Context: an optimization exercise on an open-source flow, tuned for a short achievable clock period and few clock cycles. The choices shown serve that exercise and are no tape-out recipe.
Function was checked by simulation only, so behaviour that the tests miss may differ from the original.
Power figures rest on the tool's default switching activity, not on a simulated workload.

==> v37 <==
Design risc_v, start of the top module:
module risc_v #(
    parameter                      DATA_WIDTH     = 32,
    parameter                      OP_WIDTH       = 7,
    parameter                      FUNCT3_WIDTH   = 3,
    parameter                      ADDRESS_WIDTH = 5,
    parameter                      IMM_SRC_WIDTH  = 3,
    parameter                      ALU_CTRL_WIDTH = 4,
    parameter                      RES_SRC_WIDTH = 2,
    parameter                      FORWARD_WIDTH = 2,
    parameter                      MEM_ADDRESS_WIDTH = 17,
    parameter                      BYTE_WIDTH = 8
)(
    input  logic                   CLK, RST,
    input  logic [ADDRESS_WIDTH-1:0]  address_to_view,
    output logic [DATA_WIDTH-1:0]  a0, reg_output,
    output logic [DATA_WIDTH-1:0]  pc_viewer,
    input  logic [DATA_WIDTH-1:0]  instr,
    output logic [MEM_ADDRESS_WIDTH-1:0] dmem_addr,
    output logic [DATA_WIDTH-1:0]  dmem_wdata,
    output logic [3:0]             dmem_we,
    input  logic [DATA_WIDTH-1:0]  dmem_rdata
);
export LEC_CHECK = 0
export ABC_CLOCK_PERIOD_IN_PS = 2500
export CAP_MARGIN = 20
export CORE_MARGIN = 2
export CORE_UTILIZATION = 55
export SLEW_MARGIN = 20
create_clock -name core_clock -period 10.5 [get_ports {CLK}]
standard.sh (not shown) runs the stock make flow with config.mk's settings and CLKGATE_MAP_FILE= SYNTH_SCRIPT=/design/flow/synth_recipe.tcl, a recipe that flattens the netlist after the stock synthesis.
==> flow/flow/run.sh <==
#!/bin/bash
# The standard layout (the standard.sh, all ORFS steps unchanged) with
# three settings changed:
# - repair may swap a cell for one of another size (the platform restricts
#   it to cells of the same footprint);
# - the port buffers are buf_4 cells.
# make's output goes to standard_flow.log; each ORFS step keeps its own log
# under orfs/logs.
set -euo pipefail
bash standard.sh SETUP_SLACK_MARGIN=7.5 MATCH_CELL_FOOTPRINT=0 \
    "BUFFER_PORTS_ARGS=-buffer_cell sky130_fd_sc_hd__buf_4" finish > standard_flow.log 2>&1
==> inputs of v25, as changes to v37 <==
--- a/flow/flow/run.sh
+++ b/flow/flow/run.sh
@@ -7,5 +7,5 @@
 # make's output goes to standard_flow.log; each ORFS step keeps its own log
 # under orfs/logs.
 set -euo pipefail
-bash standard.sh SETUP_SLACK_MARGIN=7.5 MATCH_CELL_FOOTPRINT=0 \
+bash standard.sh SETUP_SLACK_MARGIN=7.0 MATCH_CELL_FOOTPRINT=0 \
     "BUFFER_PORTS_ARGS=-buffer_cell sky130_fd_sc_hd__buf_4" finish > standard_flow.log 2>&1
==> results.sh <==
export IMPL_outcome="timing/DRC/antenna clean"
export IMPL_cts_resized=1464
export IMPL_vdd_drop_max_mv=0.193
export IMPL_fmax_mhz=264
export IMPL_fin_crit_sh_pct=36.1
export IMPL_reg2reg_from="RD1E[8]$_SDFF_PP0_"
export IMPL_final_cell_mix="edfxtp_1, mux4_2, buf_4"
export IMPL_path_depth=12
export IMPL_routabilityCongestion=1.05
-- figures above: v37

==> results.sh <==
export IMPL_outcome="timing/DRC/antenna clean"
export IMPL_vdd_drop_max_mv=0.221
export IMPL_routabilityCongestion=1.05
export IMPL_cts_resized=788
export IMPL_fmax_mhz=264
export IMPL_path_depth=14
export IMPL_reg2reg_from="RD1E[7]$_SDFF_PP0_"
export IMPL_final_cell_mix="edfxtp_1, mux4_2, nor2_1"
export IMPL_buffers_excl_clock=794
-- figures above: v25

Testbench counts of v37, summed over its fixed seeds: cycles 47,423.
Testbench counts of v25, summed over its fixed seeds: cycles 47,423.


==> v39: inputs <==
Another version of the RTL of risc_v (not shown whole).
clock: 10.5 ns
lec_check: 0
abc_clock_period_in_ps: 2500
cap_margin: 20
core_margin: 2
core_utilization: 55
slew_margin: 20
==> flow/flow/run.sh <==
#!/bin/bash
# The standard layout (the standard.sh, all ORFS steps unchanged) with
# three settings changed:
# - repair may swap a cell for one of another size (the platform restricts
#   it to cells of the same footprint);
# - the port buffers are buf_4 cells.
# make's output goes to standard_flow.log; each ORFS step keeps its own log
# under orfs/logs.
set -euo pipefail
bash standard.sh SETUP_SLACK_MARGIN=7.0 MATCH_CELL_FOOTPRINT=0 \
    "BUFFER_PORTS_ARGS=-buffer_cell sky130_fd_sc_hd__buf_4" finish > standard_flow.log 2>&1
==> inputs of v22, as changes to v39 <==
--- a/flow/config.mk
+++ b/flow/config.mk
@@ -5,8 +5,8 @@
 export SDC_FILE = /design/flow/constraint.sdc
 export NUM_CORES = 4
 export LEC_CHECK = 0
 export ABC_CLOCK_PERIOD_IN_PS = 2500
 export CAP_MARGIN = 20
 export CORE_MARGIN = 2
-export CORE_UTILIZATION = 55
+export CORE_UTILIZATION = 40
 export SLEW_MARGIN = 20
==> inputs of v27, as changes to v39 <==
--- a/flow/design.v
+++ b/flow/design.v
@@ -40,12 +40,13 @@
     logic        btbChkE;
     logic        rSllE, rSrE, rSltE, rSltuE, rXorE, rOrE, rAndE, rConstE, sraE;
     logic [3:0]  fwdE, rAddE;    
     logic        negBE, rSub01E;
     logic [31:0] OpBNE;
     logic        regwriteM, isLoadM, isBrM, isJalrM, k1M, predTM, eqM, ltM, ltuM;
+    logic        sEqM, sLtM, sLtuM, invM;
     logic [4:0]  rdM;
     logic [2:0]  f3M;
     logic [11:2] pcM;
     logic [3:0]  weM;
     logic [31:0] ResultM, WdataM, RedirPCM, JalrTgtM;
     logic [MEM_ADDRESS_WIDTH-1:0] AddrM;
@@ -77,12 +78,19 @@
     logic [31:0] btbTgtN, btbTgtF;
     assign biF     = PCF[BTB_BITS+1:2];
     assign tagN    = PCF[BTB_BITS+TAG_BITS+1:BTB_BITS+2] + {{(TAG_BITS-1){1'b0}}, &biF};
     assign btbHitN = rV[biF] & (rTag[biF] == tagN);
     assign predN   = btbHitN & (~rC[biF] | rCtr[biF][1]);
     assign btbTgtN = {PCPlus4F[31:TGT_BITS+2], rTgt[biF], 2'b00};
+    logic [BTB_BITS-1:0] biT;
+    logic        btbHitT, predT;
+    logic [31:0] btbTgtT;
+    assign biT     = btbTgtF[BTB_BITS+1:2];
+    assign btbHitT = btbV[biT] & (btbTag[biT] == btbTgtF[BTB_BITS+TAG_BITS+1:BTB_BITS+2]);
+    assign predT   = btbHitT & (~btbC[biT] | btbCtr[biT][1]);
+    assign btbTgtT = {btbTgtF[31:TGT_BITS+2], btbTgt[biT], 2'b00};
     logic [4:0]  op;
     logic [2:0]  f3D;
     logic [4:0]  rs1, rs2, rdD;
     logic        isLUI, isAUIPC, isJAL, isJALR, isBR, isLD, isST, isOPI, isOP;
     logic [31:0] immI, immS, immB, immU, immJ;
     assign op  = InstrD[6:2];
@@ -108,13 +116,13 @@
     logic usesRs1, usesRs2, writesRd, useImm, isConstD;
     assign usesRs1  = ~(isLUI | isAUIPC | isJAL);
     assign usesRs2  = isBR | isST | isOP;
     assign writesRd = ~(isBR | isST) & (rdD != 5'd0);
     assign useImm   = ~(isOP | isBR);
     assign isConstD = isLUI | isAUIPC | isJAL | isJALR;
-    logic killE;
+    logic killE, killPossM;
     logic [31:0] RD1D, RD2D, ResultWNext;
     assign RD1D = (rs1 == 5'd0) ? 32'd0 :
                   (regwriteM && rdM == rs1) ? ResultWNext :
                   (regwriteW && rdW == rs1) ? ResultW : regs[rs1];
     assign RD2D = (rs2 == 5'd0) ? 32'd0 :
                   (regwriteM && rdM == rs2) ? ResultWNext :
@@ -124,13 +132,13 @@
                      ((usesRs1 & (rs1 == rdE)) | (usesRs2 & (rs2 == rdE)));
     logic [31:0] ConstD;
     assign ConstD = isLUI ? immU : (isAUIPC ? PCD + immU : PCPlus4D);
     logic        jalrFuse, wantTD;
     logic [31:0] tgtJD, tgtBD, tgtRD, TargetD;
     assign jalrFuse = isJALR & ((rs1 == 5'd0) |
-                      (rConstE & regwriteE & ~killE & (rdE == rs1)));
+                      (rConstE & regwriteE & ~killPossM & (rdE == rs1)));
     assign wantTD   = isJAL | jalrFuse | (isBR & (predTD | InstrD[31])) | bneFwdD;
     assign tgtJD    = PCD + immJ;
     assign tgtBD    = PCD + immB;
     assign tgtRD    = ConstE + immI;
     assign TargetD  = isJAL ? tgtJD : isBR ? tgtBD :
                       {((rs1 == 5'd0) ? immI[31:1] : tgtRD[31:1]), 1'b0};
@@ -163,13 +171,15 @@
     assign e01 = (RD1E == ResultM);
     logic [31:0] sum, sll, sr;
     logic        eq, ltu, lt;
     assign sum = fAME ? s10 : s00;      
     assign eq  = (fwdE[0] & e00) | (fwdE[1] & e10) | (fwdE[2] & e01) | fwdE[3];
     assign ltu = (fwdE[0] & ~c00) | (fwdE[1] & ~c10) | (fwdE[2] & ~c01);
-    assign lt  = (A[31] ^ B[31]) ? A[31] : ltu;
+    assign lt  = (fwdE[0] & ((RD1E[31] ^ OpBE[31])    ? RD1E[31]    : ~c00))
+               | (fwdE[1] & ((ResultM[31] ^ OpBE[31]) ? ResultM[31] : ~c10))
+               | (fwdE[2] & ((RD1E[31] ^ ResultM[31]) ? RD1E[31]    : ~c01));
     assign sll = A << B[4:0];
     assign sr  = (A >> B[4:0]) | ({32{sraE & A[31]}} & ~(32'hFFFFFFFF >> B[4:0]));
     logic [31:0] ExResultE;
     assign ExResultE = ({32{rAddE[0]}} & s00)
                      | ({32{rAddE[1]}} & s10)
                      | ({32{rAddE[2]}} & s01)
@@ -186,16 +196,18 @@
     logic [3:0] weE;
     assign weE = ~isStoreE ? 4'b0000 :
                  (f3E[1:0] == 2'b00) ? 4'b0001 :
                  (f3E[1:0] == 2'b01) ? 4'b0011 : 4'b1111;
     logic redirE;
     assign redirE = btbChkE & (TgtE[31:1] != PredE[31:1]);
-    logic redirM, takenM, mispM;
-    assign takenM = f3M[2] ? ((f3M[1] ? ltuM : ltM) ^ f3M[0]) : (eqM ^ f3M[0]);
-    assign mispM  = isBrM & (takenM ^ predTM);
+    logic redirM, rawM, takenM, mispM;
+    assign rawM   = (sEqM & eqM) | (sLtM & ltM) | (sLtuM & ltuM);
+    assign takenM = rawM ^ f3M[0];
+    assign mispM  = isBrM & (rawM ^ invM);
     assign killE  = mispM & takenM & k1M & ~nonSeqE;
+    assign killPossM = isBrM & k1M & ~predTM & ~nonSeqE;
     assign redirM = (mispM & ~killE) | isJalrM;
     logic [31:0] LoadData;
     always_comb
         case (f3M)
             3'b000:  LoadData = {{24{dmem_rdata[7]}}, dmem_rdata[7:0]};
             3'b001:  LoadData = {{16{dmem_rdata[15]}}, dmem_rdata[15:0]};
@@ -204,26 +216,28 @@
             default: LoadData = dmem_rdata;
         endcase
     assign ResultWNext = isLoadM ? LoadData : ResultM;
     assign dmem_addr  = AddrM;
     assign dmem_wdata = WdataM;
     assign dmem_we    = weM;
-    logic redirD, bubbleE, squashM;
-    assign redirD  = redirRawD & ~loadUse & ~redirE & ~redirM;
+    logic redirD0, redirD, bubbleE, squashM;
+    assign redirD0 = redirRawD & ~loadUse & ~redirE;
+    assign redirD  = redirD0 & ~redirM;
     assign bubbleE = redirM | redirE | loadUse | ~validD;
     assign squashM = redirM | killE;
-    logic        overF, holdF;
-    logic [31:0] guessF, overPCF;
-    assign guessF  = predTF ? btbTgtF : PCPlus4F;
-    assign overF   = redirM | redirE | loadUse | redirD;
-    assign holdF   = loadUse & ~redirM & ~redirE;
-    assign overPCF = redirM  ? (isJalrM ? JalrTgtM : RedirPCM) :
-                     redirE  ? TgtE :
-                     loadUse ? PCF :
-                     wantTD  ? TargetD : PCPlus4D;
-    assign PCNextF = overF ? overPCF : guessF;
+    logic        overF0, overF, holdF;
+    logic [31:0] guessF, overPCF0, restPCF;
+    assign guessF   = predTF ? btbTgtF : PCPlus4F;
+    assign overF0   = redirE | loadUse | redirD0;
+    assign overF    = redirM | overF0;
+    assign holdF    = loadUse & ~redirM & ~redirE;
+    assign overPCF0 = redirE  ? TgtE :
+                      loadUse ? PCF :
+                      wantTD  ? TargetD : PCPlus4D;
+    assign restPCF  = overF0 ? overPCF0 : guessF;
+    assign PCNextF  = redirM ? (isJalrM ? JalrTgtM : RedirPCM) : restPCF;
     logic                btbWr, btbWrV, btbWrC, btbWrQ, btbWrVQ, btbWrCQ;
     logic [BTB_BITS-1:0] btbWrI, btbWrIQ;
     logic [TAG_BITS-1:0] btbWrTag, btbWrTagQ;
     logic [TGT_BITS+1:2] btbWrTgt, btbWrTgtQ;
     always_comb begin
         if (mispM & takenM) begin
@@ -242,15 +256,15 @@
             btbWrTgt = TargetD[TGT_BITS+1:2];
         end
     end
     always_ff @(posedge CLK) begin
         if (RST) PCF <= 32'd0;
         else     PCF <= PCNextF;
-        if (RST | (overF & ~holdF) | (~overF & predTF)) predTF <= 1'b0;
-        else if (!overF)                                 predTF <= predN;
-        if (!overF) btbTgtF <= btbTgtN;
+        if (RST | (overF & ~holdF)) predTF <= 1'b0;
+        else if (!overF)            predTF <= predTF ? predT : predN;
+        if (!overF) btbTgtF <= predTF ? btbTgtT : btbTgtN;
         for (int i = 0; i < (1<<BTB_BITS); i++) begin
             if (RST)
                 btbV[i] <= 1'b0;
             else if (btbWrQ && btbWrIQ == i[BTB_BITS-1:0])
                 btbV[i] <= btbWrVQ;
             if (btbWrQ && btbWrIQ == i[BTB_BITS-1:0]) begin
@@ -339,12 +353,16 @@
             isJalrM   <= isJalrE;
         end
         eqM      <= eq;
         ltM      <= lt;
         ltuM     <= ltu;
         predTM   <= predTE;
+        sEqM     <= ~f3E[2];
+        sLtM     <= f3E[2] & ~f3E[1];
+        sLtuM    <= f3E[2] & f3E[1];
+        invM     <= f3E[0] ^ predTE;
         k1M      <= k1E;
         pcM      <= pcE;
         isLoadM  <= isLoadE;
         rdM      <= rdE;
         f3M      <= f3E;
         ResultM  <= ExResultE;
--- a/flow/config.mk
+++ b/flow/config.mk
@@ -5,8 +5,8 @@
 export SDC_FILE = /design/flow/constraint.sdc
 export NUM_CORES = 4
 export LEC_CHECK = 0
 export ABC_CLOCK_PERIOD_IN_PS = 2500
 export CAP_MARGIN = 20
 export CORE_MARGIN = 2
-export CORE_UTILIZATION = 55
+export CORE_UTILIZATION = 40
 export SLEW_MARGIN = 20
==> flow_summary_export.csv <==
group,metric,value,unit
power,powerSeq,0.0109,W
logic_synthesis,postSynthAreaPerCell,12.8,um^2
run_status,outcome,"timing/DRC/antenna clean",
floorplanning,die_x,547,um
timing,slew_headroom,23.9,%
clock_tree,ctsLongestPathBuffers,4,
final_layout,num-nonclk-inverters,240,
clock_tree,insertion_delay,970,ps
final_layout,mostFrequentLayoutCells,"edfxtp_1, mux4_2, nor2_1",
setup_path,path_buf_inv,4,
logic_synthesis,synth_nets,9617,
floorplanning,die_h,547,um
logic_synthesis,yosys-top-cells-area,"edfxtp_1, mux4_2, dfxtp_1",
[end of results for v22]
==> flow_summary_export.csv <==
group,metric,value,unit
run_status,outcome,"timing/DRC/antenna clean",
floorplanning,die_x,467,um
final_layout,mostFrequentLayoutCells,"edfxtp_1, mux4_2, nor2_1",
power,powerSeq,0.0107,W
setup_path,path_buf_inv,3,
logic_synthesis,synth_nets,9617,
clock_tree,ctsLongestPathBuffers,3,
timing,slew_headroom,12.1,%
final_layout,num-nonclk-inverters,243,
logic_synthesis,postSynthAreaPerCell,12.8,um^2
[end of results for v39]
==> flow_summary_export.csv <==
group,metric,value,unit
run_status,outcome,"timing/DRC/antenna clean",
setup_path,path_buf_inv,1,
clock_tree,insertion_delay,910,ps
floorplanning,die_h,554,um
final_layout,num-nonclk-inverters,288,
final_layout,mostFrequentLayoutCells,"edfxtp_1, mux4_2, nor2_1",
worst_hold_path,worstHoldPathType,"reg -> reg",
timing,slew_headroom,15.1,%
routing,drc,0,
logic_synthesis,synth_nets,10100,
logic_synthesis,yosys-top-cells-area,"edfxtp_1, mux4_2, dfxtp_1",
clock_tree,ctsLongestPathBuffers,4,
floorplanning,die_x,554,um
[end of results for v27]
Testbench counts of v39, summed over its fixed seeds: cycles 47,728.
Testbench counts of v22, summed over its fixed seeds: cycles 47,728.
Testbench counts of v27, summed over its fixed seeds: cycles 47,423.

afterwards: timing with drivers on the ports:
No port has a modelled driver above. Below, the same layouts with a new extraction and two added sets of constraints. Step 1 assumes that a clkbuf_16 drives the clock port and a buf_2 every other input. Step 2, shift: input delay + t, output delay - t, t = (earliest + latest rising clock arrival at the registers) / 2. This alone moves slack from input paths to output paths. Three values: ideal ports, drivers, drivers and shift; two values: the first two.
| run | t (ns) | setup WS [ns] | latest minus earliest clock arrival (ns) | worst register clock-pin slew, ns |
|---|---|---|---|---|
| v37 | 1.008 | 6.712 / 6.712 / 6.515 | 0.089 / 0.090 | 0.07 / 0.07 |
| v25 | 1.000 | 6.713 / 6.713 / 6.132 | 0.094 / 0.093 | 0.07 / 0.07 |
| v39 | 0.984 | 6.795 / 6.788 / 6.164 | 0.088 / 0.089 | 0.07 / 0.07 |
| v22 | 1.026 | 6.799 / 6.799 / 5.933 | 0.095 / 0.095 | 0.07 / 0.07 |
| v27 | 0.990 | 6.816 / 6.722 / 6.161 | 0.074 / 0.074 | 0.07 / 0.07 |
After both steps every run listed still meets setup and hold. For v22, which loses most, drivers alone change the setup slack by 0.000 ns; drivers and shift together by -0.866 ns.
